What follows belongs to an exercise in optimizing a design on an open flow for small area, a short achievable clock period and few clock cycles; a production flow would make more cautious choices. The RTL was checked by simulation tests, not by an equivalence proof against the original design. Power and IR drop assume default switching activity.

==> design/flow/design.v <==
module alu (
    input  logic [63:0] a,
    input  logic [63:0] b,
    input  logic        sub,
    input  logic        selSum,
    input  logic        selAnd,
    input  logic        selSlt,
    input  logic        selSh,
    input  logic        selLink,
    input  logic [3:0]  shA,         
    input  logic [3:0]  shB,         
    input  logic [3:0]  shC,         
    input  logic [1:0]  shR,         
    input  logic        fillEn,      
    input  logic [31:0] link,
    output logic [63:0] sum,
    output logic [63:0] res,
    output logic        eq,
    output logic        lt
);
logic [63:0] shOut;
add64 add (.a(a), .b(b), .ci(sub), .s(sum));
cmp64 cmp (.a(a), .bn(b), .eq(eq), .lt(lt));
logic [63:0] x1, x3, x5;
logic        fill;
assign fill = fillEn && a[63];
shfirst s0 (.a(a),  .s(shA), .fill(fill), .y(x1));
sh4 #(.S(2)) s1 (.a(x1), .s(shB), .fill(fill), .y(x3));
sh4 #(.S(8)) s2 (.a(x3), .s(shC), .fill(fill), .y(x5));
shlast s3 (.a(x5), .s(shR), .y(shOut));
logic [63:0] misc, other;
assign misc = ({64{selAnd}}  & (a & b))
            | ({64{selSlt}}  & {63'b0, lt})
            | ({64{selLink}} & {32'b0, link});
sel64 mo (.s(selSh),  .d1(shOut), .d0(misc),  .y(other));
sel64 mr (.s(selSum), .d1(sum),   .d0(other), .y(res));
endmodule
module cmp64 (
    input  logic [63:0] a,
    input  logic [63:0] bn,
    output logic        eq,
    output logic        lt
);
logic [63:0] x, y;
logic [63:0] gt0, eq0;
logic [31:0] gt1, eq1;
logic [15:0] gt2, eq2;
logic [7:0]  gt3, eq3;
logic [3:0]  gt4, eq4;
logic [1:0]  gt5, eq5;
always_comb begin
    x = {~a[63], a[62:0]};
    y = {bn[63], ~bn[62:0]};
    for (int i = 0; i < 64; i++) begin
        gt0[i] = x[i] & ~y[i];
        eq0[i] = ~(x[i] ^ y[i]);
    end
    for (int i = 0; i < 32; i++) begin
        gt1[i] = gt0[2*i+1] | (eq0[2*i+1] & gt0[2*i]);
        eq1[i] = eq0[2*i+1] & eq0[2*i];
    end
    for (int i = 0; i < 16; i++) begin
        gt2[i] = gt1[2*i+1] | (eq1[2*i+1] & gt1[2*i]);
        eq2[i] = eq1[2*i+1] & eq1[2*i];
    end
    for (int i = 0; i < 8; i++) begin
        gt3[i] = gt2[2*i+1] | (eq2[2*i+1] & gt2[2*i]);
        eq3[i] = eq2[2*i+1] & eq2[2*i];
    end
    for (int i = 0; i < 4; i++) begin
        gt4[i] = gt3[2*i+1] | (eq3[2*i+1] & gt3[2*i]);
        eq4[i] = eq3[2*i+1] & eq3[2*i];
    end
    for (int i = 0; i < 2; i++) begin
        gt5[i] = gt4[2*i+1] | (eq4[2*i+1] & gt4[2*i]);
        eq5[i] = eq4[2*i+1] & eq4[2*i];
    end
    eq = eq5[1] & eq5[0];
    lt = ~(gt5[1] | (eq5[1] & gt5[0])) & ~eq;
end
endmodule
module add64 (
    input  logic [63:0] a,
    input  logic [63:0] b,
    input  logic        ci,
    output logic [63:0] s
);
logic [63:0] p, g, g1, p1, g2, p2, g4, p4, g8, p8, g16, p16, g32, p32;
assign p = a ^ b;
assign g = (a & b) | {63'b0, p[0] & ci};
kslvl #(.L(1))  l1 (.gi(g),   .pi(p),   .go(g1),  .po(p1));
kslvl #(.L(2))  l2 (.gi(g1),  .pi(p1),  .go(g2),  .po(p2));
kslvl #(.L(4))  l3 (.gi(g2),  .pi(p2),  .go(g4),  .po(p4));
kslvl #(.L(8))  l4 (.gi(g4),  .pi(p4),  .go(g8),  .po(p8));
kslvl #(.L(16)) l5 (.gi(g8),  .pi(p8),  .go(g16), .po(p16));
kslvl #(.L(32)) l6 (.gi(g16), .pi(p16), .go(g32), .po(p32));
assign s = p ^ {g32[62:0], ci};
endmodule
module kslvl #(
    parameter L = 1
)(
    input  logic [63:0] gi,
    input  logic [63:0] pi,
    output logic [63:0] go,
    output logic [63:0] po
);
always_comb
    for (int j = 0; j < 64; j++)
        if (j >= L) begin
            go[j] = gi[j] | (pi[j] & gi[j-L]);
            po[j] = pi[j] & pi[j-L];
        end else begin
            go[j] = gi[j];
            po[j] = pi[j];
        end
endmodule
module shlast (
    input  logic [63:0] a,
    input  logic [1:0]  s,
    output logic [63:0] y
);
always_comb
    for (int i = 0; i < 64; i++)
        y[i] = (s[0] && a[i]) || (s[1] && a[63-i]);
endmodule
module shfirst (
    input  logic [63:0] a,
    input  logic [3:0]  s,
    input  logic        fill,
    output logic [63:0] y
);
logic [63:0] ar;
always_comb
    for (int i = 0; i < 64; i++)
        ar[i] = a[63-i];
assign y = ({64{s[0]}} & a) | ({64{s[1]}} & {fill, a[63:1]}) |
           ({64{s[2]}} & ar) | ({64{s[3]}} & {fill, ar[63:1]});
endmodule
module sh4 #(
    parameter S = 2
)(
    input  logic [63:0] a,
    input  logic [3:0]  s,
    input  logic        fill,
    output logic [63:0] y
);
assign y = ({64{s[0]}} & a) |
           ({64{s[1]}} & {{S{fill}}, a[63:S]}) |
           ({64{s[2]}} & {{2*S{fill}}, a[63:2*S]}) |
           ({64{s[3]}} & {{3*S{fill}}, a[63:3*S]});
endmodule
module sel64 (
    input  logic        s,
    input  logic [63:0] d1,
    input  logic [63:0] d0,
    output logic [63:0] y
);
assign y = s ? d1 : d0;
endmodule
module wbsel (
    input  logic [63:0] mem,
    input  logic [63:0] res,
    input  logic        ld,
    input  logic [2:0]  f3,
    output logic [63:0] q
);
logic [63:0] ldata;
always_comb begin
    case (f3)
        3'b010:  ldata = {31'b0, mem[63], mem[31:0]};
        3'b001:  ldata = {47'b0, mem[63], mem[15:0]};
        3'b100:  ldata = {56'b0, mem[7:0]};
        default: ldata = mem;
    endcase
end
assign q = ld ? ldata : res;
endmodule
module ks16 (
    input  logic [15:0] a,
    input  logic [15:0] b,
    input  logic        ci,
    output logic [15:0] s,
    output logic        co
);
logic [15:0] p, g, pp, gg;
always_comb begin
    p = a ^ b;
    g = a & b;
    g[0] = g[0] | (p[0] & ci);
    pp = p;
    gg = g;
    for (int l = 1; l < 16; l = l * 2)
        for (int j = 15; j >= l; j--) begin
            gg[j] = gg[j] | (pp[j] & gg[j-l]);
            pp[j] = pp[j] & pp[j-l];
        end
end
assign s  = p ^ {gg[14:0], ci};
assign co = gg[15];
endmodule
module incdec16 (
    input  logic [15:0] a,
    output logic [15:0] inc,
    output logic [15:0] dec
);
assign inc = a + 16'd1;
assign dec = a - 16'd1;
endmodule
module inc4_32 (
    input  logic [31:0] a,
    output logic [31:0] s
);
assign s = a + 32'd4;
endmodule
module redir (
    input  logic eq,
    input  logic lt,
    input  logic mEq,
    input  logic mLt,
    input  logic x,
    input  logic early,
    output logic redirE
);
assign redirE = early || (mEq && (eq != x)) || (mLt && (lt != x));
endmodule
module pcsel (
    input  logic        redirE,
    input  logic        predE,
    input  logic        jalrE,
    input  logic        excE,
    input  logic [31:0] jalrTgt,
    input  logic [31:0] tgtE,
    input  logic [31:0] pcp4E,
    input  logic [31:0] pcRest,
    output logic [31:0] pcNext
);
logic [31:0] tgt;
assign tgt = jalrE ? jalrTgt : excE ? 32'd254 : predE ? pcp4E : tgtE;
sel32 fin (.s(redirE), .d1(tgt), .d0(pcRest), .y(pcNext));
endmodule
module sel32 (
    input  logic        s,
    input  logic [31:0] d1,
    input  logic [31:0] d0,
    output logic [31:0] y
);
assign y = s ? d1 : d0;
endmodule
module regread (
    input  logic [31:1]       oh,
    input  logic [31:1]       valid,
    input  logic [64*31-1:0]  data,
    output logic [63:0]       qn        
);
logic [31:1] s;
always_comb
    for (int i = 1; i < 32; i++)
        s[i] = oh[i] && valid[i];
logic [63:0] t [0:10];
genvar k;
generate
    for (k = 0; k < 9; k++) begin : g3
        aoi222_64 g (
            .d0(data[64*(3*k)   +: 64]), .s0(s[3*k+1]),
            .d1(data[64*(3*k+1) +: 64]), .s1(s[3*k+2]),
            .d2(data[64*(3*k+2) +: 64]), .s2(s[3*k+3]),
            .y(t[k])
        );
    end
    for (k = 0; k < 2; k++) begin : g2
        aoi22_64 g (
            .d0(data[64*(27+2*k) +: 64]), .s0(s[28+2*k]),
            .d1(data[64*(28+2*k) +: 64]), .s1(s[29+2*k]),
            .y(t[9+k])
        );
    end
endgenerate
assign qn = ~(~(t[0] & t[1] & t[2] & t[3]) | ~(t[4] & t[5] & t[6] & t[7]) | ~(t[8] & t[9] & t[10]));
endmodule
module aoi222_64 (
    input  logic [63:0] d0, d1, d2,
    input  logic        s0, s1, s2,
    output logic [63:0] y
);
assign y = ~(({64{s0}} & d0) | ({64{s1}} & d1) | ({64{s2}} & d2));
endmodule
module aoi22_64 (
    input  logic [63:0] d0, d1,
    input  logic        s0, s1,
    output logic [63:0] y
);
assign y = ~(({64{s0}} & d0) | ({64{s1}} & d1));
endmodule
module tgtadd (
    input  logic [31:0] a,
    input  logic [19:0] off,
    output logic [31:0] s
);
logic [31:0] b, p, g, pp, gg;
always_comb begin
    b = {{12{off[19]}}, off};
    p = a ^ b;
    g = a & b;
    pp = p;
    gg = g;
    for (int l = 1; l < 32; l = l * 2)
        for (int j = 31; j >= l; j--) begin
            gg[j] = gg[j] | (pp[j] & gg[j-l]);
            pp[j] = pp[j] & pp[j-l];
        end
end
assign s = p ^ {gg[30:0], 1'b0};
endmodule
module opselA (
    input  logic [63:0] d0, d1, d2, d3n,
    input  logic        s0, s1, s2, s3,
    output logic [63:0] q
);
assign q = ({64{s0}} & d0) | ({64{s1}} & d1) | ({64{s2}} & d2) | ({64{s3}} & ~d3n);
endmodule
module opselB (
    input  logic [63:0] d0, d1, d2, d3n, d4,
    input  logic        s0, s1, s2, s3, s4,
    input  logic        inv,
    output logic [63:0] q
);
assign q = (({64{s0}} & d0) | ({64{s1}} & d1) | ({64{s2}} & d2) | ({64{s3}} & ~d3n) |
            ({64{s4}} & d4)) ^ {64{inv}};
endmodule
module control_top(
    output logic [15:0] imem_addr,
    input  logic [31:0] imem_rdata,
    output logic [15:0] dmem_addr,
    output logic [63:0] dmem_wdata,
    output logic dmem_we,
    input  logic [63:0] dmem_rdata,
    output logic halted,
    input logic clk,
    input logic reset
);
logic [31:0] pcF;
logic        vecF;           
logic [31:0] pcI;
logic        vI, vecI, btbI;
logic [31:0] IR, pcD, pcp4D;    
logic [31:1] oh1D, oh2D;     
logic        vD, btbD;
logic [63:0] opA, opB;       
logic [15:0] immE;           
logic [31:0] pcp4E;          
logic [19:0] offE;           
logic        allocE;         
logic        vE;             
logic [4:0]  rdE;            
logic        ldE, stE, jalrE, excE, brkE, predE;
logic [4:0]  rdEr;
logic        ldEr, stEr, allocEr, jalrEr, excEr, brkEr;
logic        mEqEr, mLtEr, earlyEr, xE;    
assign rdE    = vE ? rdEr : 5'd0;
assign ldE    = vE && ldEr;
assign stE    = vE && stEr;
assign allocE = vE && allocEr;
assign jalrE  = vE && jalrEr;
assign excE   = vE && excEr;
assign brkE   = brkEr;
logic [2:0]  f3E;
logic        subE, selSumE, selAndE, selSltE, selShE, selLinkE;
logic [3:0]  shAE, shBE, shCE;
logic [1:0]  shRE;
logic        fillEnE;
logic [63:0] resM;
logic [15:0] addrM;
logic [4:0]  rdM;
logic        ldM, stM;
logic [2:0]  f3M;
logic [63:0] resW;
logic [4:0]  rdW;
logic [31:1] weW;            
logic        ldW;
logic [2:0]  f3W;
logic [63:0] rf [1:31];
logic [31:1] rfv;            
logic        haltR;
logic [63:0] finalW;
wbsel wbsel (.mem(dmem_rdata), .res(resW), .ld(ldW), .f3(f3W), .q(finalW));
always_ff @(posedge clk or posedge reset) begin
    if (reset)
        rfv <= '0;
    else
        rfv <= rfv | weW;
end
always_ff @(posedge clk) begin
    for (int i = 1; i < 32; i++)
        if (weW[i])
            rf[i] <= finalW;
end
logic [63:0] sum, resE;
logic        eqE, ltE, redirE, excRedir;
alu alu (
    .a(opA), .b(opB), .sub(subE),
    .selSum(selSumE), .selAnd(selAndE), .selSlt(selSltE), .selSh(selShE), .selLink(selLinkE),
    .shA(shAE), .shB(shBE), .shC(shCE), .shR(shRE), .fillEn(fillEnE),
    .link(pcp4E),
    .sum(sum), .res(resE), .eq(eqE), .lt(ltE)
);
assign excRedir = excE;
tgtadd tgtadd (.a(pcp4E), .off(offE), .s(tgtE));
logic brkNow, killAll;
assign brkNow  = vE && brkE;
assign killAll = brkNow || haltR;
logic [6:0] opc;
logic [2:0] f3;
logic [4:0] rs1, rs2, rdD;
assign opc = IR[6:0];
assign f3  = IR[14:12];
assign rs1 = IR[19:15];
assign rs2 = IR[24:20];
assign rdD = IR[11:7];
logic isR, isI, isU, isL, isS, isBop, isJRop, isJ, isSys;
assign isR    = opc == 7'b0110011;
assign isI    = opc == 7'b0010011;
assign isU    = opc == 7'b0110111;
assign isL    = opc == 7'b0000011;
assign isS    = opc == 7'b0100011;
assign isBop  = opc == 7'b1100011;
assign isJRop = opc == 7'b1100111;
assign isJ    = opc == 7'b1101111;
assign isSys  = opc == 7'b1110011;
logic isJalr, bf3, isBr, isExc, isBrk, writes, useRs1, useRs2;
assign isJalr = isJRop && f3 == 3'b000;
assign bf3    = (f3 == 3'b001) || (f3 == 3'b100) || (f3 == 3'b101);
assign isBr   = (isBop && (f3 == 3'b000 || bf3)) || (isJRop && bf3);
assign isExc  = !(isR || isI || isU || isL || isS || isBop || isJRop || isJ || isSys);
assign isBrk  = IR == 32'h00100073;
assign writes = isR || isI || isU || isL || isJ || isJalr;
assign useRs1 = isR || isI || isL || isS || isBr || isJalr;
assign useRs2 = isR || isS || isBr;
logic [31:0] offB;
logic        brZero, jZero, predD;
assign offB = (f3 == 3'b000) ? {{20{IR[31]}}, IR[31:20]}
                             : {{20{IR[30]}}, IR[30:25], IR[11:8], 2'b00};
assign brZero = (f3 == 3'b000) ? (IR[31:20] == 12'd0) : ({IR[30:25], IR[11:8]} == 10'd0);
assign jZero  = ({IR[19:12], IR[20], IR[30:21]} == 19'd0);
logic brD, jD;   
assign brD   = isBr && !brZero;
assign jD    = isJ && !jZero;
assign predD = (brD && offB[31]) || jD;
logic subD;
assign subD = isBr || ((isR || isI) && f3 == 3'b010) || (isR && f3 == 3'b000 && IR[31:29] != 3'b000);
logic [63:0] immD;
always_comb begin
    if (isU)
        immD = {{32{IR[31]}}, IR[31:12], 12'b0};
    else if (isS)
        immD = {{52{IR[31]}}, IR[31:25], IR[11:7]};
    else if (isL && f3 == 3'b100)
        immD = {52'b0, IR[31:20]};
    else
        immD = {{52{IR[31]}}, IR[31:20]};
end
logic [63:0] rf1n, rf2n;      
logic [64*31-1:0] rfflat;
always_comb
    for (int i = 1; i < 32; i++)
        rfflat[64*(i-1) +: 64] = rf[i];
regread rd1 (.oh(oh1D), .valid(rfv), .data(rfflat), .qn(rf1n));
regread rd2 (.oh(oh2D), .valid(rfv), .data(rfflat), .qn(rf2n));
logic h1E, h1M, h1W, h2E, h2M, h2W;
assign h1E = rdE != 5'd0 && rs1 == rdE;
assign h1M = rdM != 5'd0 && rs1 == rdM;
assign h1W = rdW != 5'd0 && rs1 == rdW;
assign h2E = rdE != 5'd0 && rs2 == rdE;
assign h2M = rdM != 5'd0 && rs2 == rdM;
assign h2W = rdW != 5'd0 && rs2 == rdW;
logic [63:0] opAn, opBn;
logic        a0, a1, a2, a3, b0, b1, b2, b3, b4, useImm;
assign useImm = !(isR || isBr || isS);
assign a0 = !isU && h1E;
assign a1 = !isU && !h1E && h1M;
assign a2 = !isU && !h1E && !h1M && h1W;
assign a3 = !isU && !h1E && !h1M && !h1W;
assign b0 = !useImm && h2E;
assign b1 = !useImm && !h2E && h2M;
assign b2 = !useImm && !h2E && !h2M && h2W;
assign b3 = !useImm && !h2E && !h2M && !h2W;
assign b4 = useImm;
opselA osA (.d0(resE), .d1(resM), .d2(finalW), .d3n(rf1n), .s0(a0), .s1(a1), .s2(a2), .s3(a3),
            .q(opAn));
opselB osB (.d0(resE), .d1(resM), .d2(finalW), .d3n(rf2n), .d4(immD),
            .s0(b0), .s1(b1), .s2(b2), .s3(b3), .s4(b4), .inv(subD), .q(opBn));
logic stallD;
assign stallD = vD && ((useRs1 && ((h1E && ldE) || (h1M && ldM))) ||
                       (useRs2 && ((h2E && ldE) || (h2M && ldM))));
logic refetch, vecRedir;
assign refetch  = stallD;             
assign vecRedir = vI && vecI;
logic [31:0] btbTag, btbTgt, pcF4, tgtE;
logic        btbV, btbHit;
inc4_32 incF (.a(pcF), .s(pcF4));
assign btbHit = btbV && pcF == btbTag;
logic [31:0] pcRest, pcF_next;
always_comb begin
    if (vecRedir)      pcRest = imem_rdata;
    else if (refetch)  pcRest = pcD;
    else if (btbHit)   pcRest = btbTgt;
    else               pcRest = pcF4;
end
redir redir (.eq(eqE), .lt(ltE), .mEq(vE && mEqEr), .mLt(vE && mLtEr), .x(xE),
             .early(vE && earlyEr), .redirE(redirE));
pcsel pcsel (
    .redirE(redirE), .predE(predE), .jalrE(jalrE), .excE(excE),
    .jalrTgt(sum[31:0]), .tgtE(tgtE), .pcp4E(pcp4E), .pcRest(pcRest),
    .pcNext(pcF_next)
);
assign imem_addr = pcF[15:0];
always_ff @(posedge clk or posedge reset) begin
    if (reset) begin
        pcF  <= '0;
        vecF <= 1'b0;
        vI   <= 1'b0;
        vecI <= 1'b0;
        btbI <= 1'b0;
        vD   <= 1'b0;
        btbD <= 1'b0;
        btbV <= 1'b0;
        vE   <= 1'b0;
        haltR <= 1'b0;
    end else begin
        pcF  <= pcF_next;
        vecF <= excRedir;
        vI   <= !(redirE || refetch || vecRedir || killAll);
        vecI <= vecF;
        btbI <= btbHit;
        vD   <= vI && !vecI && !redirE && !refetch && !killAll;
        btbD <= btbI;
        if (allocE)
            btbV <= 1'b1;
        vE   <= vD && !stallD && !redirE && !killAll;
        if (brkNow)
            haltR <= 1'b1;
    end
end
always_ff @(posedge clk) begin
    if (allocE) begin
        btbTag <= pcp4E - 32'd4;
        btbTgt <= tgtE;
    end
    pcI   <= pcF;
    begin
        IR    <= imem_rdata;
        for (int i = 1; i < 32; i++) begin
            oh1D[i] <= imem_rdata[19:15] == 5'(i);
            oh2D[i] <= imem_rdata[24:20] == 5'(i);
        end
        pcD   <= pcI;
    end
end
logic goE;
assign goE = vD && !stallD;
always_ff @(posedge clk or posedge reset) begin
    if (reset) begin
        rdEr   <= '0;
        ldEr   <= 1'b0;
        stEr   <= 1'b0;
        allocEr <= 1'b0;
        jalrEr <= 1'b0;
        excEr  <= 1'b0;
        brkEr  <= 1'b0;
        mEqEr  <= 1'b0;
        mLtEr  <= 1'b0;
        earlyEr <= 1'b0;
    end else begin
        rdEr   <= (goE && writes) ? rdD : 5'd0;
        ldEr   <= goE && isL;
        stEr   <= goE && isS;
        allocEr <= goE && predD && !btbD;
        jalrEr <= goE && isJalr;
        excEr  <= goE && isExc;
        brkEr  <= goE && isBrk;
        mEqEr  <= goE && brD && !f3[2];
        mLtEr  <= goE && brD && f3[2];
        earlyEr <= goE && ((jD && !btbD) || isJalr || isExc);
    end
end
always_ff @(posedge clk) begin
    opA  <= opAn;
    opB  <= opBn;
    immE <= immD[15:0];
    pcp4E <= pcp4D;
end
inc4_32 incD (.a(pcD), .s(pcp4D));
always_ff @(posedge clk) begin
    offE <= isJ ? {IR[19:12], IR[20], IR[30:21], 1'b0} : {{8{offB[11]}}, offB[11:0]};
    predE <= btbD;
    xE    <= btbD ^ f3[0];
    f3E  <= f3;
    subE <= subD;
    selLinkE <= isJ || isJalr;
    selSltE  <= (isR || isI) && f3 == 3'b010;
    selAndE  <= isR && f3 == 3'b111;
    selShE   <= isI && (f3 == 3'b001 || f3 == 3'b101);
    selSumE  <= !(isJ || isJalr || ((isR || isI) && f3 == 3'b010) || (isR && f3 == 3'b111) ||
                  (isI && (f3 == 3'b001 || f3 == 3'b101)));
    for (int k = 0; k < 4; k++) begin
        shAE[k] <= {f3 == 3'b001, IR[20]} == 2'(k);
        shBE[k] <= IR[22:21] == 2'(k);
        shCE[k] <= IR[24:23] == 2'(k);
    end
    shRE     <= {f3 == 3'b001 && !IR[25], f3 != 3'b001 && !IR[25]};
    fillEnE  <= f3 != 3'b001 && IR[29:24] == 6'b010000;
end
logic [63:0] stData;
always_comb begin
    case (f3E)
        3'b010:  stData = {32'b0, opB[31:0]};
        3'b001:  stData = {48'b0, opB[15:0]};
        3'b000:  stData = {56'b0, opB[7:0]};
        default: stData = opB;
    endcase
end
always_ff @(posedge clk or posedge reset) begin
    if (reset) begin
        rdM <= '0;
        ldM <= 1'b0;
        stM <= 1'b0;
        rdW <= '0;
        weW <= '0;
        ldW <= 1'b0;
    end else begin
        rdM <= rdE;
        ldM <= ldE;
        stM <= stE;
        rdW <= rdM;
        for (int i = 1; i < 32; i++)
            weW[i] <= rdM == 5'(i);
        ldW <= ldM;
    end
end
logic [63:0] resMn;
sel64 rsel (.s(stE), .d1(stData), .d0(resE), .y(resMn));
always_ff @(posedge clk) begin
    resM  <= resMn;
    addrM <= opA[15:0] + immE;
    f3M   <= f3E;
    resW  <= resM;
    f3W   <= f3M;
end
assign dmem_addr  = addrM;
assign dmem_wdata = resM;
assign dmem_we    = stM;
assign halted     = haltR;
endmodule
==> design/flow/flow/run.sh <==
#!/bin/bash
# The standard layout (the standard.sh: ORFS synthesis to final layout) with
# these changes:
#  - repair_timing aims for 6.4 ns of setup slack instead of 0, so the resizer
#    keeps working on paths well below the 10 ns clock period;
#  - it may resize cells to other drive strengths before global routing too
#    (MATCH_CELL_FOOTPRINT=0; the platform's default allows only same-footprint
#    swaps there);
#  - the buffer that every input and output port gets is a buf_4 rather than
#    the delay cell buffer_ports picks by itself.
# Should the incremental reroute after the post-global-route repair stop on an
# overflowing gcell, global routing is redone without that repair.
# make's full output goes to the flow_*.log files in this folder; ORFS keeps
# each tool's own log under orfs/logs/.
set -uo pipefail
M=(SETUP_SLACK_MARGIN=6.4 MATCH_CELL_FOOTPRINT=0 "BUFFER_PORTS_ARGS=-buffer_cell sky130_fd_sc_hd__buf_4")
bash standard.sh "${M[@]}" cts > flow_cts.log 2>&1 || exit 1
if ! bash standard.sh "${M[@]}" grt > flow_grt.log 2>&1; then
    bash standard.sh "${M[@]}" SKIP_INCREMENTAL_REPAIR=1 grt > flow_grt2.log 2>&1 || exit 1
fi
bash standard.sh "${M[@]}" finish > flow_finish.log 2>&1 || exit 1
==> design/flow/standard.sh <==
#!/bin/bash
# synth_recipe.tcl (not shown) runs the flow's synth.tcl, then flattens the netlist and writes it again
# the make line also repeats each setting of config.mk as NAME=value (left out here)
make -C /OpenROAD-flow-scripts/flow DESIGN_CONFIG=/design/flow/config.mk WORK_HOME=/design/flow/orfs CLKGATE_MAP_FILE= SYNTH_SCRIPT=/design/flow/synth_recipe.tcl "${@:-finish}"
==> design/flow/config.mk <==
export PLATFORM = sky130hd
export DESIGN_NAME = control_top
export DESIGN_NICKNAME = control_top
export VERILOG_FILES = /design/flow/design.v
export SDC_FILE = /design/flow/constraint.sdc
export NUM_CORES = 8
export LEC_CHECK = 0
export CAP_MARGIN = 20
export CORE_MARGIN = 2
export CORE_UTILIZATION = 30
export PLACE_DENSITY = 0.55
export SLEW_MARGIN = 40
export SYNTH_HIERARCHICAL = 1
==> design/flow/constraint.sdc <==
create_clock -name core_clock -period 10.0 [get_ports {clk}]
set_input_delay 2.0000 -clock core_clock [delete_from_list [all_inputs] [get_ports {clk}]]
set_output_delay 2.0000 -clock core_clock [all_outputs]
set_load 0.01 [all_outputs]
==> results of run 1 <==
power groups by stage:
stage	clock network, mW	logic [mW]	registers (mW)
after floorplan	0	2.11	13.2
after global placement	0	3.10	13.5
after detailed placement	0	3.13	13.5
after CTS	11.0	3.35	13.2
after global routing	11.4	3.66	13.2
final	11.0	3.47	13.2
flip-flops by register name, summed over array words and instances, names as in the netlist, 5 cells and up:
signal	cells
rf	1984
opA	64
opB	64
resM	64
resW	64
IR	32
btbTag	32
btbTgt	32
pcD	32
pcF	32
pcI	32
pcp4E	32
oh1D	31
oh2D	31
rfv	31
weW	31
offE	20
addrM	16
immE	16
rdEr	5
rdM	5
rdW	5
worst max-delay path, cell delays in order, from the launching register on:
cell	delay [ns]
dfxtp_1	0.64
ha_1	0.38
and2_1	0.19
and2_1	0.20
and2_1	0.23
a21o_1	0.19
a21o_1	0.28
xor2_1	0.82
mux2_4	0.33
a22oi_2	0.09
o211ai_2	0.11
xor2_1	0.08
area by class of cell:
| type | instances | area [µm²] |
|---|---|---|
| Timing Repair Buffer | 553 | 4900 |
| Tap cell | 5687 | 7120 |
| Multi-Input combinational cell | 5704 | 47300 |
| Antenna cell | 9 | 22.5 |
| Clock buffer | 379 | 8080 |
| Clock inverter | 153 | 1410 |
| Fill cell | 41600 | 283000 |
| Sequential cell | 2708 | 75900 |
| Inverter | 44 | 171 |
metrics by stage:
step,util,instances,setup WS (ns)
floorplan,-,9273,6.39
global placement,0.311,14600,5.52
detailed placement,0.312,14600,5.53
CTS,0.337,15200,6.29
global route,0.339,15200,6.31
finish,0.339,15200,6.29
timing repair:
item	CTS	global route
gates cloned	3	2
pin swaps	21	34
setup endpoints to repair	257	132
buffers inserted	43	16
resized for setup	338	104
endpoints found under the hold margin	0	0
routing by layer:
metal,up-vias,GRT usage,wire length [µm]
met1,50600,0.307,207000
met5,-,0.00188,370
met4,36,0.190,52800
met3,2391,0.0986,85900
met2,8876,0.414,268000
li1,38800,-,-
final timing paths:
kind | end | slack, ns | depth (start not counted)
hold reg to reg | f3W[0] | 0.32 | 0
hold / removal | f3W[0] | 0.32 | 0
max in group asynchronous | weW[14] | 7.99 | 4
setup reg to reg | opB[17] | 6.29 | 11
min in group asynchronous | pcF[4] | 1.10 | 3
setup / recovery | opB[17] | 6.29 | 11
==> key figures, run 1 <==
Cells and area
  • Commonest non-fill, non-tap cell in the layout: edfxtp_1
  • Layout area overhead: 12.3%
  • Design Area, Final: 145000 µm²
  • Nets: 9582
  • Commonest non-fill, non-tap cells in the layout: 2048 x edfxtp_1, 1152 x a222oi_1, 604 x a22oi_1, 467 x buf_4, 372 x dfxtp_1
  • Layout cells sized above 1: 0.223

Drt
  • Number of DRC markers in iteration 0: 23100
  • Via count: 101000
  • First-pass detailed-route iteration total: 17
  • Via-per-instance ratio: 6.61
  • WL final: 614000 µm
  • Remaining DRCs: 0
  • WL per Instance: 40.3 µm
  • ANT nets after route: 0

Timing
  • Fin crit share: 0.371
  • Fmax: 270 MHz
  • Setup_tns: 0 ns
  • Worst slew margin: 0.315
  • # setup viols final: 0
  • Worst Tran Pin Value: 1.03 ns
  • Clk_skew: 0.0782 ns
  • Max-slew violations: 0
  • Hold_ws: 0.319 ns
  • Unrepaired setup endpoints after global routing: true
  • Hold Violations, Final: 0
  • Final min period: 3.71 ns

GRT
  • Overflow after GRT: 0
  • Number of global-route vias before repair: 96800
  • Initial antenna violation count: 52
  • Largest net degree at the start of global routing: 131
  • First-pass GRT wire length: 814000 µm
  • GRT Overall Usage: 0.268

Setup path
  • Endpoint type of the worst setup path: register
  • Arr. time, crit path: 4.51 ns
  • CP max FO: 4
  • Reg2reg start: opB[15]
  • Worst Path Required: 10.80 ns
  • Worst setup startpoint: opB[15]
  • Startpoint class of the critical path: register
  • Critical path class: reg2reg

Clock tree
  • Clock sinks: 2708
  • Root Buffer: clkbuf_16
  • CTS Buf Count: 294
  • Clock buffer depth: 4
  • Clock Latency Late Sink: 0.99 ns
  • Cts hold-fix bufs: 0
  • Clock transition at path regs: 0.07 ns
  • CTS tree: yes
  • CTS H-tree lvls: 5

Floorplanning
  • Total Die Area: 435000 µm²
  • Starting Density: 0.302
  • Die Span Y: 660 µm
  • I/O pin count: 196
  • Row count: 240
  • Die width: 660 µm
  • Core box area: 428000 µm²

Power and ir drop
  • Flop pwr share: 0.478
  • Pwr/cell area: 191 nW/µm²
  • Gate power share: 0.125
  • Total power: 27.7 mW
  • Net Sw Frac: 0.273
  • VDD IR max: 0.156 mV
  • Cell-internal power: 20.1 mW
  • Clock share of power: 0.397
  • P_leak: 52.0 nW
  • P_sw: 7.55 mW

Synth
  • Post-Synthesis Cell Area: 129000 µm²
  • Syn Inst Count: 9273
  • Ys Warns: 21
  • Avg Cell Area, Syn: 13.9 µm²
  • Syn_nets: 9550

Min path
  • Min-delay src: f3M[0]
  • Hold Crit Class: reg2reg

Placed design
  • PortBufs: 195
  • Dpl hpwl: 393000 µm
  • Placed inst area: 133000 µm²
  • Gpl congestion: 1.01

Run status
  • Outcome: no timing/DRC/antenna violations

Flow run
  • Max-cap viol count: 0
Testbench counts, summed over its fixed seeds: cycles 36,338.
==> run 2, diff against run 1 <==
--- a/design/flow/config.mk
+++ b/design/flow/config.mk
@@ -9,5 +9,5 @@
 export CORE_MARGIN = 2
 export CORE_UTILIZATION = 30
-export PLACE_DENSITY = 0.55
+export PLACE_DENSITY = 0.6
 export SLEW_MARGIN = 40
 export SYNTH_HIERARCHICAL = 1
==> run 2 against run 1 <==
Fmax rose by 0.56%; clock skew increased by 0.043 ns; still clean; critical endpoint is now opB[4]; wire length decreased by 3.5%; first-iteration DRC count grew 2.6%; sequential share of layout area down 0.15 points.
==> key figures, run 2 <==
Run status
  • Outcome: no timing/DRC/antenna violations

GRT
  • Initial antenna violation count: 43 (-17%)
  • First-pass GRT wire length: 788000 µm (-3.2%)
  • Overflow after GRT: 0 (unchanged)
  • Number of global-route vias before repair: 95000 (-1.8%)
  • GRT Overall Usage: 0.258 (-0.0105)
  • Largest net degree at the start of global routing: 103 (-21%)

Cells and area
  • Commonest non-fill, non-tap cells in the layout: 2048 x edfxtp_1, 1152 x a222oi_1, 580 x a22oi_1, 457 x buf_4, 384 x dfxtp_1
  • Biggest register: rf
  • Design Area, Final: 145000 µm² (+0.19%)
  • Sequential cell area: 75800 µm² (about the same)
  • Multi-input logic area: 47500 µm² (+0.38%)
  • Fin cells: 15200 (-0.046%)
  • Layout cells sized above 1: 0.224 (+0.000643)
  • Final core occ: 0.339 (+0.000653)
  • Nets: 9572 (-0.10%)
  • Layout area overhead: 12.5%
  • Max reg flops: 1984 (unchanged)
  • # fillers: 41700 (+0.12%)
  • Commonest non-fill, non-tap cell in the layout: edfxtp_1

Flow run
  • Max-cap viol count: 0 (unchanged)

Placed design
  • Dpl hpwl: 365000 µm (-7.1%)
  • Place WS: 5.56 ns (+0.0362 ns)
  • PortBufs: 195 (unchanged)
  • Placed cells: 14600 (-0.14%)
  • Gpl congestion: 0.995 (-1.5%)
  • Placed inst area: 133000 µm² (-0.16%)

Drt
  • Remaining DRCs: 0 (unchanged)
  • WL final: 592000 µm (-3.5%)
  • ANT nets after route: 0 (unchanged)
  • Met2 WL: 248000 µm (-7.3%)
  • Metal1 wirelength: 205000 µm (-1.3%)
  • First-pass detailed-route iteration total: 15 (-2)
  • WL per Instance: 38.9 µm (-3.5%)
  • Max layer used: met5
  • Number of DRC markers in iteration 0: 23700 (+2.6%)
  • Via-per-instance ratio: 6.61 (about the same)
  • Via count: 101000 (-0.045%)
  • Metal3 WL: 86600 µm (+0.74%)

Timing
  • Worst Tran Pin Value: 1.00 ns (-0.0236 ns)
  • Worst slew margin: 0.327 (+0.0121)
  • Setup_tns: 0 ns (unchanged)
  • Hold_ws: 0.321 ns (+0.00196 ns)
  • Fin crit share: 0.369 (-0.00208)
  • Hold Violations, Final: 0 (unchanged)
  • Final min period: 3.69 ns (-0.0208 ns)
  • Max-slew violations: 0 (unchanged)
  • # setup viols final: 0 (unchanged)
  • Setup slack after layout: 6.31 ns (+0.0208 ns)
  • Fmax: 271 MHz (+0.56%)
  • Clk_skew: 0.121 ns (+0.0430 ns)
  • Unrepaired setup endpoints after global routing: true

Min path
  • Hold Crit Class: reg2reg

Clock tree
  • Clock buffer depth: 4 (unchanged)
  • Clock Latency Late Sink: 0.99 ns (about the same)
  • CTS tree: yes
  • Cts hold-fix bufs: 0 (unchanged)
  • CTS H-tree lvls: 5 (unchanged)
  • Clock sinks: 2708 (unchanged)
  • Clock transition at path regs: 0.06 ns (about the same)
  • CTS Buf Count: 293 (-0.34%)
  • Root Buffer: clkbuf_16

Floorplanning
  • Row count: 240 (unchanged)
  • Starting Density: 0.302 (unchanged)
  • Die Span Y: 660 µm (unchanged)
  • I/O pin count: 196 (unchanged)
  • Die width: 660 µm (unchanged)
  • Core box area: 428000 µm² (unchanged)
  • Total Die Area: 435000 µm² (unchanged)

Power and ir drop
  • Net Sw Frac: 0.269 (-0.00379)
  • Flop pwr share: 0.478 (about the same)
  • Pwr/cell area: 191 nW/µm² (+0.26%)
  • P_sw: 7.48 mW (-0.94%)
  • Total power: 27.8 mW (+0.45%)
  • Clock share of power: 0.400 (+0.003)
  • P_leak: 52.0 nW (about the same)
  • Gate power share: 0.122 (-0.003)
  • Cell-internal power: 20.3 mW (+0.98%)
  • VDD IR max: 0.149 mV (-4.6%)

Setup path
  • CP max stage delay: 0.79 ns (-0.03 ns)
  • Arr. time, crit path: 4.48 ns (-0.03 ns)
  • Startpoint class of the critical path: register
  • Top delay family on crit path: simple AND/OR/NAND/NOR gates
  • Critical path class: reg2reg
  • Endpoint type of the worst setup path: register
  • Top cell by count, worst path: buf_4
  • Crit path cell chain: and2_4 -> buf_4 -> buf_4 -> a222oi_1 -> nand4_1 -> nor3_2 -> o211ai_2 -> xor2_1
  • Worst Path Required: 10.80 ns (about the same)
  • R2R setup slack: 6.31 ns (+0.02 ns)
  • CP max FO: 29 (+25)
  • CP Buf/Inv Count: 2 (+2)
  • Slowest library cell on the worst path: nor3_2

Synth
  • Ys Warns: 21 (unchanged)
  • Syn Inst Count: 9273 (unchanged)
  • Post-Synthesis Cell Area: 129000 µm² (unchanged)
  • Avg Cell Area, Syn: 13.9 µm² (unchanged)
  • Syn_nets: 9550 (unchanged)
==> run 2: cell types whose count changed in the layout (fill, tap and decap cells not counted), sizes merged <==
cell / change
clkinvlp: -7
clkinv: -13
inv: -8
diode: +7
bufinv: +8
buf: -13
clkbuf: +19
==> run 2: final cells by class <==
cell class,instances,area share
antenna,16,0.000276
multi-input combinational,5704,0.327
tap,5687,0.0490
sequential,2708,0.522
clock buffer,394,0.0562
clock inverter,133,0.0102
inverter,44,0.00118
timing repair buffer,544,0.0337
==> run 2: repair_timing <==
item | in CTS | in global routing
buffers inserted | 46 | 24
pin swaps | 24 | 56
endpoints found under the setup margin | 282 | 150
cloned | 2 | 3
gates resized for setup | 289 | 178
==> run 2: final timing paths <==
check	start	to	cells past startpoint
max	rfv[12]	opB[4]	8
min	pcI[30]	pcD[30]	0
max reg2reg	rfv[12]	opB[4]	8
min reg2reg	pcI[30]	pcD[30]	0
max in group asynchronous	reset	weW[15]	3
min in group asynchronous	reset	pcF[4]	2
==> run 2: layer usage <==
layer	vias to the layer above	GRT usage
li1	38800	-
met1	50300	0.313
met2	9250	0.382
met3	2283	0.0848
met4	24	0.185
met5	-	0.00233
==> run 2: power groups by stage <==
stage	registers (mW)	clock network, mW	logic (mW)
floorplan	13.2	0	2.11
global placement	13.5	0	3.05
detailed placement	13.5	0	3.06
CTS	13.2	11.1	3.27
global route	13.3	11.6	3.59
finish	13.3	11.1	3.40
==> run 3, diff against run 2 <==
--- a/design/flow/config.mk
+++ b/design/flow/config.mk
@@ -9,5 +9,5 @@
 export CORE_MARGIN = 2
 export CORE_UTILIZATION = 30
-export PLACE_DENSITY = 0.6
-export SLEW_MARGIN = 40
+export PLACE_DENSITY = 0.55
+export SLEW_MARGIN = 50
 export SYNTH_HIERARCHICAL = 1
==> run 3 against run 2 <==
Sequential share of layout area decreased by 0.38 points; critical path type unchanged; synthesized cell count did not move; utilization increased by 0.28 points; still clean; sequential power about the same; fmax rose by 0.67%; total power is essentially flat; hold slack better by 0.0032 ns; critical path depth rose by 5; design area increased by 0.83%; combinational power is 2% higher; first-iteration DRC count down 0.22%; wire length increased by 3.5%.
==> key figures, run 3 <==
Clock tree
  • Root Buffer: clkbuf_16
  • Cts hold-fix bufs: 0 (unchanged)
  • Clock transition at path regs: 0.06 ns (about the same)
  • Clock Latency Late Sink: 1.00 ns (about the same)
  • Clock sinks: 2708 (unchanged)
  • CTS tree: yes
  • CTS Buf Count: 293 (unchanged)
  • CTS H-tree lvls: 5 (unchanged)
  • Clock buffer depth: 4 (unchanged)

Timing
  • Clk_skew: 0.0902 ns (-0.0310 ns)
  • Final min period: 3.66 ns (-0.0246 ns)
  • Fmax: 273 MHz (+0.67%)
  • Hold Violations, Final: 0 (unchanged)
  • Max-slew violations: 0 (unchanged)
  • # setup viols final: 0 (unchanged)
  • Fin crit share: 0.366 (-0.00246)
  • Worst slew margin: 0.419 (+0.0921)
  • Unrepaired setup endpoints after global routing: true
  • Setup_tns: 0 ns (unchanged)
  • Worst Tran Pin Value: 0.866 ns (-0.137 ns)
  • Setup slack after layout: 6.34 ns (+0.0246 ns)

Cells and area
  • Layout cells sized above 1: 0.226 (+0.00200)
  • Nets: 9624 (+0.54%)
  • Layout area overhead: 13.5%
  • Design Area, Final: 146000 µm² (+0.83%)
  • Sequential cell area: 75900 µm² (about the same)
  • Multi-input logic area: 47500 µm² (+0.12%)
  • # fillers: 41400 (-0.75%)
  • Commonest non-fill, non-tap cell in the layout: edfxtp_1
  • Max reg flops: 1984 (unchanged)
  • Commonest non-fill, non-tap cells in the layout: 2048 x edfxtp_1, 1152 x a222oi_1, 608 x a22oi_1, 422 x buf_4, 368 x dfxtp_1
  • Biggest register: rf

Drt
  • Via count: 101000 (-0.079%)
  • Number of DRC markers in iteration 0: 23700 (-0.22%)
  • First-pass detailed-route iteration total: 15 (unchanged)
  • ANT nets after route: 0 (unchanged)
  • WL per Instance: 40.1 µm (+3.1%)
  • Remaining DRCs: 0 (unchanged)
  • WL final: 613000 µm (+3.5%)
  • Via-per-instance ratio: 6.58 (-0.46%)

Setup path
  • Startpoint class of the critical path: register
  • CP Buf/Inv Count: 1 (-1)
  • CP max stage delay: 0.39 ns (-0.40 ns)
  • Endpoint type of the worst setup path: register
  • Top delay family on crit path: compound AO/OA/AOI/OAI gates
  • Slowest library cell on the worst path: dfxtp_4
  • Critical path class: reg2reg
  • Worst Reg-to-Reg Cells: 13 (+5)
  • CP max FO: 53 (+83%)
  • WP depth: 13 (+5)
  • Worst Path Required: 10.80 ns (about the same)
  • Arr. time, crit path: 4.46 ns (-0.02 ns)
  • Crit path cell chain: buf_12 -> a22oi_2 -> nand2_1 -> a22oi_1 -> nand2_2 -> a22oi_1 -> nand2_1 -> a22o_2 -> mux2_4 -> mux2_4 -> a22oi_2 -> o211ai_2 -> xor2_1

Placed design
  • Dpl hpwl: 398000 µm (+9.1%)
  • Gpl congestion: 1.01 (+1.5%)
  • Place WS: 5.54 ns (-0.0173 ns)
  • Placed inst area: 134000 µm² (+0.94%)
  • PortBufs: 195 (unchanged)

Synth
  • Syn Inst Count: 9273 (unchanged)
  • Post-Synthesis Cell Area: 129000 µm² (unchanged)
  • Syn_nets: 9550 (unchanged)
  • Avg Cell Area, Syn: 13.9 µm² (unchanged)
  • Ys Warns: 21 (unchanged)

Power and ir drop
  • Pwr/cell area: 190 nW/µm² (-0.73%)
  • VDD IR max: 0.130 mV (-13%)
  • P_leak: 52.6 nW (+1.0%)

Floorplanning
  • Starting Density: 0.302 (unchanged)
  • Row count: 240 (unchanged)
  • Total Die Area: 435000 µm² (unchanged)
  • Die width: 660 µm (unchanged)
  • Die Span Y: 660 µm (unchanged)
  • I/O pin count: 196 (unchanged)
  • Core box area: 428000 µm² (unchanged)

GRT
  • Number of global-route vias before repair: 96800 (+1.8%)
  • Largest net degree at the start of global routing: 80 (-22%)
  • First-pass GRT wire length: 814000 µm (+3.3%)
  • GRT Overall Usage: 0.268 (+0.0105)
  • Initial antenna violation count: 46 (+7.0%)
  • Overflow after GRT: 0 (unchanged)

Min path
  • Cells on Worst Hold Path: 0 (unchanged)
  • Hold Crit Class: reg2reg

Run status
  • Outcome: no timing/DRC/antenna violations

Flow run
  • Max-cap viol count: 0 (unchanged)
[run 3: where the power goes]
part	total, mW	switching [mW]	internal (mW)
Clock	11.1	4.81	6.33
Sequential	13.2	0.613	12.6
Combinational	3.46	2.12	1.34
Total	27.8	7.54	20.3
[run 3: area by class of cell]
cell class              count  share of cell area
diodes                     21            0.000359
clock buffers             381              0.0549
clock inverters           147              0.0112
inverters                  44             0.00117
multi-input cells        5704               0.325
flip-flops and latches   2708               0.519
well taps                5687              0.0486
repair buffers            596              0.0404
[run 3: metrics by stage]
| step | util | std cells | total power, mW | hold slack (ns) |
|---|---|---|---|---|
| after floorplan | - | 9273 | 15.3 | 0.310 |
| after detailed placement | 0.314 | 14700 | 16.6 | 0.312 |
| after CTS | 0.340 | 15200 | 27.7 | 0.324 |
| final | 0.342 | 15300 | 27.8 | 0.324 |
| after global placement | 0.311 | 14600 | 16.6 | 0.310 |
| after global routing | 0.342 | 15300 | 28.5 | 0.328 |
[run 3: path summary, 6_finish.rpt]
kind / endpoint / slack, ns / startpoint
max: opB[12] / 6.34 / shAE[1]
min: pcD[6] / 0.32 / pcI[6]
max reg2reg: opB[12] / 6.34 / shAE[1]
min reg2reg: pcD[6] / 0.32 / pcI[6]
max in group asynchronous: weW[29] / 8.03 / reset
min in group asynchronous: pcF[8] / 1.16 / reset
[run 3: what timing repair did]
item	CTS	global route
setup buffers	50	11
pin swaps	19	30
endpoints found under the setup margin	237	105
resized for setup	299	121
gates cloned	1	3
[run 3: layer usage]
| layer | global-route usage | vias up | wire length [µm] |
|---|---|---|---|
| li1 | - | 38900 | - |
| met2 | 0.414 | 8897 | 269000 |
| met1 | 0.309 | 50400 | 208000 |
| met5 | 0.00332 | - | 198 |
| met3 | 0.0951 | 2321 | 84400 |
| met4 | 0.189 | 32 | 51700 |
==> run 4, diff against run 3 <==
--- a/design/flow/flow/run.sh
+++ b/design/flow/flow/run.sh
@@ -2,5 +2,5 @@
 # The standard layout (the standard.sh: ORFS synthesis to final layout) with
 # these changes:
-#  - repair_timing aims for 6.4 ns of setup slack instead of 0, so the resizer
+#  - repair_timing aims for 6.5 ns of setup slack instead of 0, so the resizer
 #    keeps working on paths well below the 10 ns clock period;
 #  - it may resize cells to other drive strengths before global routing too
@@ -14,5 +14,5 @@
 # each tool's own log under orfs/logs/.
 set -uo pipefail
-M=(SETUP_SLACK_MARGIN=6.4 MATCH_CELL_FOOTPRINT=0 "BUFFER_PORTS_ARGS=-buffer_cell sky130_fd_sc_hd__buf_4")
+M=(SETUP_SLACK_MARGIN=6.5 MATCH_CELL_FOOTPRINT=0 "BUFFER_PORTS_ARGS=-buffer_cell sky130_fd_sc_hd__buf_4")
 bash standard.sh "${M[@]}" cts > flow_cts.log 2>&1 || exit 1
 if ! bash standard.sh "${M[@]}" grt > flow_grt.log 2>&1; then
--- a/design/flow/config.mk
+++ b/design/flow/config.mk
@@ -9,5 +9,5 @@
 export CORE_MARGIN = 2
 export CORE_UTILIZATION = 30
-export PLACE_DENSITY = 0.55
-export SLEW_MARGIN = 50
+export PLACE_DENSITY = 0.6
+export SLEW_MARGIN = 40
 export SYNTH_HIERARCHICAL = 1
==> run 4 against run 3 <==
Still clean; clock-buffer cell count up 13; global-route usage down 0.87 points; register-to-register slack worse by 0.07 ns; critical path depth fell by 5; utilization up 0.099 points; via count grew 0.47%; sequential power is essentially flat; design area increased by 0.29%; largest power group unchanged.
==> key figures, run 4 <==
Synth
  • Post-Synthesis Cell Area: 129000 µm² (unchanged)
  • Syn_nets: 9550 (unchanged)
  • Avg Cell Area, Syn: 13.9 µm² (unchanged)
  • Syn Inst Count: 9273 (unchanged)
  • Ys Warns: 21 (unchanged)

Drt
  • Via-per-instance ratio: 6.60 (+0.30%)
  • First-pass detailed-route iteration total: 14 (-1)
  • WL final: 597000 µm (-2.6%)
  • WL per Instance: 39.0 µm (-2.7%)
  • Via count: 101000 (+0.47%)
  • ANT nets after route: 0 (unchanged)
  • Remaining DRCs: 0 (unchanged)
  • Number of DRC markers in iteration 0: 24300 (+2.8%)

Clock tree
  • Clock transition at path regs: 0.06 ns (about the same)
  • Clock buffer depth: 4 (unchanged)
  • Cts hold-fix bufs: 0 (unchanged)
  • Clock Latency Late Sink: 1.00 ns (about the same)
  • Root Buffer: clkbuf_16
  • CTS Buf Count: 293 (unchanged)
  • CTS tree: yes
  • CTS H-tree lvls: 5 (unchanged)
  • Clock sinks: 2708 (unchanged)

Flow run
  • Max-cap viol count: 0 (unchanged)

GRT
  • Initial antenna violation count: 39 (-15%)
  • Overflow after GRT: 0 (unchanged)
  • Number of global-route vias before repair: 95500 (-1.4%)
  • First-pass GRT wire length: 792000 µm (-2.7%)
  • GRT Overall Usage: 0.259 (-0.00868)
  • Largest net degree at the start of global routing: 103 (+29%)

Setup path
  • Reg2reg start: rfv[15]
  • Startpoint class of the critical path: register
  • Arr. time, crit path: 4.52 ns (+0.06 ns)
  • Critical path class: reg2reg
  • R2r endpoint: opB[16]
  • R2R setup slack: 6.27 ns (-0.07 ns)
  • Worst Path Required: 10.80 ns (about the same)
  • CP max FO: 34 (-36%)
  • Endpoint type of the worst setup path: register
  • Worst Reg-to-Reg Cells: 8 (-5)

Power and ir drop
  • Clock share of power: 0.398 (-0.002)
  • Cell-internal power: 20.4 mW (+0.61%)
  • Pwr/cell area: 190 nW/µm² (+0.19%)
  • P_leak: 52.6 nW (about the same)
  • Net Sw Frac: 0.270 (-0.000953)
  • Flop pwr share: 0.475 (about the same)
  • VDD IR max: 0.150 mV (+16%)
  • Gate power share: 0.127 (+0.003)
  • P_sw: 7.55 mW (+0.13%)

Min path
  • WHS Endpoint: pcD[1]
  • Hold Crit Class: reg2reg
  • Min-delay src: pcI[1]
  • Cells on Worst Hold Path: 0 (unchanged)

Timing
  • Fin crit share: 0.373 (+0.00664)
  • Hold_ws: 0.321 ns (-0.00254 ns)
  • # setup viols final: 0 (unchanged)
  • Setup slack after layout: 6.27 ns (-0.0664 ns)
  • Final min period: 3.73 ns (+0.0664 ns)
  • Max-slew violations: 0 (unchanged)
  • Worst slew margin: 0.310 (-0.110)
  • Fmax: 268 MHz (-1.8%)
  • Worst Tran Pin Value: 1.03 ns (+0.164 ns)
  • Setup_tns: 0 ns (unchanged)
  • Hold Violations, Final: 0 (unchanged)
  • Clk_skew: 0.124 ns (+0.0337 ns)
  • Unrepaired setup endpoints after global routing: true

Placed design
  • Dpl hpwl: 365000 µm (-8.3%)
  • Gpl congestion: 0.995 (-1.5%)
  • Place WS: 5.56 ns (+0.0173 ns)
  • PortBufs: 195 (unchanged)

Cells and area
  • Layout area overhead: 13.8%
  • Biggest register: rf
  • Final core occ: 0.343 (+0.000995)
  • Layout cells sized above 1: 0.244 (+0.0181)
  • Max reg flops: 1984 (unchanged)
  • Commonest non-fill, non-tap cell in the layout: edfxtp_1
  • Nets: 9642 (+0.19%)
  • Commonest non-fill, non-tap cells in the layout: 2048 x edfxtp_1, 1152 x a222oi_1, 508 x a22oi_1, 451 x buf_4, 360 x dfxtp_1

Run status
  • Outcome: no timing/DRC/antenna violations

Floorplanning
  • Starting Density: 0.302 (unchanged)
  • Die Span Y: 660 µm (unchanged)
  • Die width: 660 µm (unchanged)
  • Core box area: 428000 µm² (unchanged)
  • Total Die Area: 435000 µm² (unchanged)
  • I/O pin count: 196 (unchanged)
  • Row count: 240 (unchanged)
[run 4: final cells by class]
| type | instances | area (µm²) |
|---|---|---|
| Clock inverter | 133 | 1480 |
| Tap cell | 5687 | 7120 |
| Antenna cell | 30 | 75.1 |
| Multi-Input combinational cell | 5704 | 48000 |
| Inverter | 44 | 174 |
| Fill cell | 41600 | 281000 |
| Timing Repair Buffer | 614 | 5900 |
| Clock buffer | 394 | 8160 |
| Sequential cell | 2708 | 75900 |
[run 4: how the worst max path moves through the flow]
stage / from / end / slack (ns) / cells after the start
final: rfv[15] / opB[16] / 6.27 / 8
after global routing: resM[50] / dmem_wdata[50] / 6.33 / 1
after CTS: resM[27] / dmem_wdata[27] / 6.39 / 1
after detailed placement: opA[22] / pcF[29] / 5.56 / 10
after global placement: opA[46] / pcF[31] / 5.52 / 11
after floorplan: reset / allocEr / 6.39 / 1
[run 4: per-stage QoR]
step                      cells  cell area, µm²  total power [mW]
after floorplan            9273          129000              15.3
after global placement    14600          133000              16.6
after detailed placement  14600          133000              16.6
after CTS                 15200          145000              27.8
after global routing      15300          147000              28.6
final                     15300          147000              28.0
[run 4: critical path: stages, from the launching register on]
cell      delay (ns)
dfrtp_1         0.41
and2_4          0.15
buf_4           0.38
buf_4           0.43
a222oi_1        0.44
nand4_1         0.53
nor3_2          0.78
o211ai_2        0.13
xor2_1          0.16
[run 4: power by group through the flow]
stage / Clock (mW) / Combinational [mW] / Sequential (mW)
after floorplan: 0 / 2.11 / 13.2
after global placement: 0 / 3.05 / 13.5
after detailed placement: 0 / 3.06 / 13.5
after CTS: 11.1 / 3.38 / 13.2
after global routing: 11.6 / 3.73 / 13.3
final: 11.1 / 3.55 / 13.3
[run 4: repair_timing]
item | 4_1_cts | 5_1_grt
gates cloned | 5 | 9
resized for setup | 455 | 275
setup buffers | 100 | 32
endpoints found under the setup margin | 308 | 193
pin swaps | 34 | 97
[run 4: layer usage]
metal | global-route usage | wire length (µm)
met2 | 0.381 | 251000
met1 | 0.314 | 206000
met5 | 0.00188 | 133
met3 | 0.0848 | 85500
met4 | 0.201 | 54900
==> run 5, diff against run 4 <==
--- a/design/flow/design.v
+++ b/design/flow/design.v
@@ -249,12 +249,9 @@
 module regread (
     input  logic [31:1]       oh,
-    input  logic [31:1]       valid,
     input  logic [64*31-1:0]  data,
     output logic [63:0]       qn        
 );
 logic [31:1] s;
-always_comb
-    for (int i = 1; i < 32; i++)
-        s[i] = oh[i] && valid[i];
+assign s = oh;
 logic [63:0] t [0:10];
 genvar k;
@@ -464,6 +461,6 @@
     for (int i = 1; i < 32; i++)
         rfflat[64*(i-1) +: 64] = rf[i];
-regread rd1 (.oh(oh1D), .valid(rfv), .data(rfflat), .qn(rf1n));
-regread rd2 (.oh(oh2D), .valid(rfv), .data(rfflat), .qn(rf2n));
+regread rd1 (.oh(oh1D), .data(rfflat), .qn(rf1n));
+regread rd2 (.oh(oh2D), .data(rfflat), .qn(rf2n));
 logic h1E, h1M, h1W, h2E, h2M, h2W;
 assign h1E = rdE != 5'd0 && rs1 == rdE;
@@ -550,6 +547,6 @@
         IR    <= imem_rdata;
         for (int i = 1; i < 32; i++) begin
-            oh1D[i] <= imem_rdata[19:15] == 5'(i);
-            oh2D[i] <= imem_rdata[24:20] == 5'(i);
+            oh1D[i] <= imem_rdata[19:15] == 5'(i) && (rfv[i] || weW[i]);
+            oh2D[i] <= imem_rdata[24:20] == 5'(i) && (rfv[i] || weW[i]);
         end
         pcD   <= pcI;
--- a/design/flow/flow/run.sh
+++ b/design/flow/flow/run.sh
@@ -2,5 +2,5 @@
 # The standard layout (the standard.sh: ORFS synthesis to final layout) with
 # these changes:
-#  - repair_timing aims for 6.5 ns of setup slack instead of 0, so the resizer
+#  - repair_timing aims for 6.4 ns of setup slack instead of 0, so the resizer
 #    keeps working on paths well below the 10 ns clock period;
 #  - it may resize cells to other drive strengths before global routing too
@@ -14,5 +14,5 @@
 # each tool's own log under orfs/logs/.
 set -uo pipefail
-M=(SETUP_SLACK_MARGIN=6.5 MATCH_CELL_FOOTPRINT=0 "BUFFER_PORTS_ARGS=-buffer_cell sky130_fd_sc_hd__buf_4")
+M=(SETUP_SLACK_MARGIN=6.4 MATCH_CELL_FOOTPRINT=0 "BUFFER_PORTS_ARGS=-buffer_cell sky130_fd_sc_hd__buf_4")
 bash standard.sh "${M[@]}" cts > flow_cts.log 2>&1 || exit 1
 if ! bash standard.sh "${M[@]}" grt > flow_grt.log 2>&1; then
==> run 5 against run 4 <==
Flip-flop and latch count did not move; clock skew fell by 0.045 ns; hold slack improved by 0.0015 ns; total power fell by 3.0%.
==> key figures, run 5 <==
Drt
  • ANT nets after route: 0 (unchanged)
  • WL per Instance: 38.7 µm (-0.75%)
  • Remaining DRCs: 0 (unchanged)
  • WL final: 586000 µm (-1.9%)
  • Via count: 99600 (-1.5%)
  • First-pass detailed-route iteration total: 13 (-1)
  • Number of DRC markers in iteration 0: 23600 (-2.8%)
  • Via-per-instance ratio: 6.58 (-0.36%)

Timing
  • Worst Tran Pin Value: 1.05 ns (+0.0154 ns)
  • Fin crit share: 0.364 (-0.00861)
  • Clk_skew: 0.0788 ns (-0.0451 ns)
  • Fmax: 275 MHz (+2.4%)
  • Worst slew margin: 0.303 (-0.00654)
  • Unrepaired setup endpoints after global routing: true
  • # setup viols final: 0 (unchanged)
  • Max-slew violations: 0 (unchanged)
  • Setup slack after layout: 6.36 ns (+0.0861 ns)
  • Final min period: 3.64 ns (-0.0861 ns)
  • Setup_tns: 0 ns (unchanged)
  • Hold_ws: 0.323 ns (+0.00150 ns)
  • Hold Violations, Final: 0 (unchanged)

Floorplanning
  • I/O pin count: 196 (unchanged)
  • Die Span Y: 659 µm (-0.17%)
  • Total Die Area: 434000 µm² (-0.34%)
  • Row count: 240 (unchanged)
  • Die width: 659 µm (-0.17%)
  • Starting Density: 0.301 (-0.000601)
  • Core box area: 427000 µm² (-0.14%)

Clock tree
  • Cts hold-fix bufs: 0 (unchanged)
  • Clock sinks: 2708 (unchanged)
  • Clock buffer depth: 4 (unchanged)
  • Root Buffer: clkbuf_16
  • CTS tree: yes
  • Clock Latency Late Sink: 0.96 ns (-0.04 ns)
  • CTS Buf Count: 284 (-3.1%)
  • CTS H-tree lvls: 5 (unchanged)
  • Clock transition at path regs: 0.06 ns (about the same)

Flow run
  • Max-cap viol count: 0 (unchanged)

Cells and area
  • Sequential cell area: 76100 µm² (+0.19%)
  • Max reg flops: 1984 (unchanged)
  • Biggest register: rf
  • Multi-input logic area: 47000 µm² (-2.1%)
  • Final core occ: 0.338 (-0.00573)
  • Fin cells: 15100 (-1.1%)
  • Commonest non-fill, non-tap cell in the layout: edfxtp_1
  • Layout area overhead: 12.1%
  • Design Area, Final: 144000 µm² (-1.8%)
  • # fillers: 41700 (+0.37%)
  • Layout cells sized above 1: 0.223 (-0.0211)
  • Nets: 9489 (-1.6%)
  • Commonest non-fill, non-tap cells in the layout: 2048 x edfxtp_1, 1152 x a222oi_1, 554 x a22oi_1, 417 x buf_4, 351 x a21o_1

GRT
  • Largest net degree at the start of global routing: 107 (+3.9%)
  • Overflow after GRT: 0 (unchanged)
  • GRT Overall Usage: 0.256 (-0.00325)
  • GR Util met2: 0.383 (+0.00144)
  • Initial antenna violation count: 49 (+26%)
  • Met1 Use GR: 0.312 (-0.00112)
  • Number of global-route vias before repair: 94300 (-1.2%)
  • First-pass GRT wire length: 783000 µm (-1.1%)
  • Met3 track demand over resource: 0.0851 (+0.000308)
  • Layer with the highest usage: met2

Min path
  • Hold Crit Class: reg2reg

Placed design
  • Dpl hpwl: 365000 µm (-0.21%)
  • Placed inst area: 133000 µm² (-0.47%)
  • PortBufs: 195 (unchanged)
  • Placed cells: 14500 (-0.45%)
  • Gpl congestion: 1.01 (+1.9%)
  • Place WS: 5.49 ns (-0.0738 ns)

Power and ir drop
  • Total power: 27.1 mW (-3.0%)
  • VDD IR max: 0.124 mV (-17%)
  • P_leak: 51.5 nW (-2.2%)
  • Pwr/cell area: 188 nW/µm² (-1.2%)

Run status
  • Outcome: no timing/DRC/antenna violations

Synth
  • Syn Inst Count: 9229 (-0.47%)
  • Avg Cell Area, Syn: 13.9 µm² (+0.14%)
  • Syn_nets: 9506 (-0.46%)
  • Ys Warns: 21 (unchanged)
  • Post-Synthesis Cell Area: 129000 µm² (-0.34%)

Setup path
  • Startpoint class of the critical path: register
  • Worst Path Required: 10.81 ns (about the same)
  • Endpoint type of the worst setup path: register
  • CP max FO: 8 (-76%)
  • Critical path class: reg2reg
  • Arr. time, crit path: 4.45 ns (-0.07 ns)
[run 5: cell count changes in the layout (fill, tap and decap cells not counted), sizes merged, moves of 33 or more]
| cell | change |
|---|---|
| inv | +35 |
| and2 | -64 |
| nor3 | +37 |
| buf | -92 |
| or2 | -33 |
[run 5: final cells by class]
cell class | instances | area share
clock buffers | 373 | 0.0536
clock inverters | 139 | 0.00874
multi-input cells | 5628 | 0.326
well taps | 5687 | 0.0494
diodes | 16 | 0.000278
flip-flops and latches | 2708 | 0.528
inverters | 71 | 0.00189
repair buffers | 519 | 0.0325
[run 5: path summary, 6_finish.rpt]
| kind | from | to | slack (ns) | depth (start not counted) |
|---|---|---|---|---|
| max | opA[4] | opB[63] | 6.36 | 12 |
| min | pcI[20] | pcD[20] | 0.32 | 0 |
| max reg2reg | opA[4] | opB[63] | 6.36 | 12 |
| min reg2reg | pcI[20] | pcD[20] | 0.32 | 0 |
| max in group asynchronous | reset | weW[18] | 7.62 | 3 |
| min in group asynchronous | reset | btbV | 1.14 | 2 |
[run 5: layer usage]
| layer | wire [µm] | part of all wire |
|---|---|---|
| met5 | 109 | 0.00019 |
| met4 | 49600 | 0.085 |
| met3 | 85400 | 0.15 |
| met2 | 248000 | 0.42 |
| met1 | 203000 | 0.35 |
[run 5: timing repair]
item	in CTS	in global routing
pin swaps	28	56
buffers inserted	45	12
gates cloned	6	4
gates resized for setup	341	199
setup endpoints to repair	284	144
[run 5: report_power, final]
| group | switching, mW | total (mW) | internal [mW] | leakage (nW) |
|---|---|---|---|---|
| combinational | 1.98 | 3.32 | 1.34 | 22.5 |
| clock | 4.71 | 10.6 | 5.85 | 4.39 |
| sequential | 0.634 | 13.2 | 12.6 | 24.6 |
[run 5: worst max-delay path, cell delays in order, from the launching register on]
cell and delay (ns):
dfxtp_2 0.52, ha_1 0.36, a21o_1 0.22, a21o_1 0.23, a21o_1 0.27, a21o_1 0.32
a21o_1 0.24, a21o_1 0.25, xor2_1 0.16, mux2_2 0.34, a22oi_1 0.19, o211ai_1 0.21
xor2_1 0.20
Testbench counts of run 5, summed over its fixed seeds: cycles 36,338.
==> run 6, diff against run 5 <==
--- a/design/flow/config.mk
+++ b/design/flow/config.mk
@@ -9,5 +9,5 @@
 export CORE_MARGIN = 2
 export CORE_UTILIZATION = 30
-export PLACE_DENSITY = 0.6
+export PLACE_DENSITY = 0.65
 export SLEW_MARGIN = 40
 export SYNTH_HIERARCHICAL = 1
==> run 6 against run 5 <==
Still clean on timing, DRC and antenna; synthesized cell count did not move; final cell count fell by 0.15%; wire length fell by 2.4%; total power fell by 1.1%; via count fell by 0.45%; first-iteration DRC count fell by 1.3%; sequential share of layout area rose by 0.10 points; clock skew fell by 0.011 ns; largest power group unchanged.
==> key figures, run 6 <==
Run status
  • Outcome: no timing/DRC/antenna violations

Timing
  • Setup_tns: 0 ns (unchanged)
  • Fin crit share: 0.367 (+0.00324)
  • Max-slew violations: 0 (unchanged)
  • Unrepaired setup endpoints after global routing: true
  • Hold_ws: 0.296 ns (-0.0271 ns)
  • Hold Violations, Final: 0 (unchanged)
  • Clk_skew: 0.0683 ns (-0.0105 ns)

Floorplanning
  • Die Span Y: 659 µm (unchanged)
  • Die width: 659 µm (unchanged)
  • Core box area: 427000 µm² (unchanged)
  • I/O pin count: 196 (unchanged)

Setup path
  • Startpoint class of the critical path: register
  • Endpoint type of the worst setup path: register
  • Critical path class: reg2reg
  • R2R setup slack: 6.33 ns (-0.03 ns)
  • CP max stage delay: 0.52 ns (about the same)
  • Worst Path Required: 10.70 ns (-0.11 ns)
  • Slowest library cell on the worst path: a22oi_2

GRT
  • GRT Overall Usage: 0.250 (-0.00669)
  • Largest net degree at the start of global routing: 131 (+22%)
  • First-pass GRT wire length: 766000 µm (-2.3%)
  • Overflow after GRT: 0 (unchanged)
  • Initial antenna violation count: 41 (-16%)

Placed design
  • Place WS: 5.63 ns (+0.143 ns)
  • Gpl congestion: 1.01 (about the same)

Drt
  • WL per Instance: 37.8 µm (-2.2%)
  • ANT nets after route: 0 (unchanged)
  • Via-per-instance ratio: 6.56 (-0.30%)
  • First-pass detailed-route iteration total: 14 (+1)
  • Remaining DRCs: 0 (unchanged)
  • Via count: 99100 (-0.45%)
  • Number of DRC markers in iteration 0: 23300 (-1.3%)

Power and ir drop
  • Cell-internal power: 19.7 mW (-0.23%)
  • P_sw: 7.07 mW (-3.5%)
  • Pwr/cell area: 187 nW/µm² (-0.83%)
  • Flop pwr share: 0.496 (+0.008)
  • Net Sw Frac: 0.264 (-0.00644)
  • VDD IR max: 0.125 mV (+0.57%)

Clock tree
  • Clock Latency Late Sink: 0.89 ns (-0.07 ns)
  • CTS H-tree lvls: 5 (unchanged)
  • CTS Buf Count: 280 (-1.4%)
  • Clock sinks: 2708 (unchanged)
  • CTS tree: yes

Min path
  • Cells on Worst Hold Path: 0 (unchanged)

Cells and area
  • Layout cells sized above 1: 0.223 (-0.000505)
  • Max reg flops: 1984 (unchanged)

Synth
  • Syn_nets: 9506 (unchanged)
  • Avg Cell Area, Syn: 13.9 µm² (unchanged)
run 6: layout make-up:
type	instances	area [µm²]
inverter	71	275
clock inverter	124	1150
antenna	22	55.1
sequential	2708	76000
timing repair buffer	506	4310
tap	5687	7120
clock buffer	373	7700
multi-input combinational	5628	47100
fill	41500	283000
run 6: how the worst max path moves through the flow:
stage,start,to,cells after the start
after detailed placement,opA[63],pcF[31],12
after floorplan,reset,allocEr,1
after CTS,opA[50],opB[0],15
after global placement,opA[63],pcF[29],12
after global routing,opB[49],opB[0],15
final,shAE[1],opB[22],13
run 6: per-stage QoR:
stage                     area [µm²]  std cells   util  power (mW)
final                         144000      15100  0.337        26.8
after global routing          144000      15100  0.337        27.5
after CTS                     143000      15100  0.334        26.7
after detailed placement      133000      14500  0.310        16.4
after global placement        132000      14500  0.310        16.4
after floorplan               129000       9229      -        15.3
run 6: power by group through the flow:
stage          registers [mW]  logic, mW  clock network, mW
2_1_floorplan            13.2       2.10                  0
3_3_place_gp             13.5       2.91                  0
3_5_place_dp             13.5       2.92                  0
4_1_cts                  13.3       3.00               10.4
5_1_grt                  13.3       3.31               10.9
6_report                 13.3       3.11               10.4
run 6: worst reg2reg max path: stages, from the launching register on:
cell and delay (ns):
dfxtp_4 0.42, clkbuf_16 0.20, a22oi_2 0.52, nand2_2 0.22
a22oi_2 0.24, nand2_2 0.13, a22oi_2 0.22, nand3_2 0.12
a22o_2 0.31, mux2_4 0.27, mux2_4 0.32, a22oi_2 0.21
o211ai_2 0.13, xor2_2 0.19
run 6: repair_timing:
action / CTS / global route
buffers inserted: 18 / 22
endpoints found under the setup margin: 275 / 140
gates resized for setup: 284 / 209
pin swaps: 45 / 65
hold buffers: 0 / 0
cloned: 3 / 3
run 6: routing by layer:
layer	global-route usage	vias to the layer above	wire [µm]
met3	0.0764	2335	77700
met4	0.193	30	53900
li1	-	38600	-
met5	0.00454	-	645
met1	0.295	49400	195000
met2	0.379	8815	245000

Check on run 6: ideal ports give 6.326 ns setup slack; a clkbuf_16 on the clock port and buf_2 on the inputs give 6.301 ns; moving port delays by the midpoint clock arrival (0.967 ns) as well gives 6.286 ns.
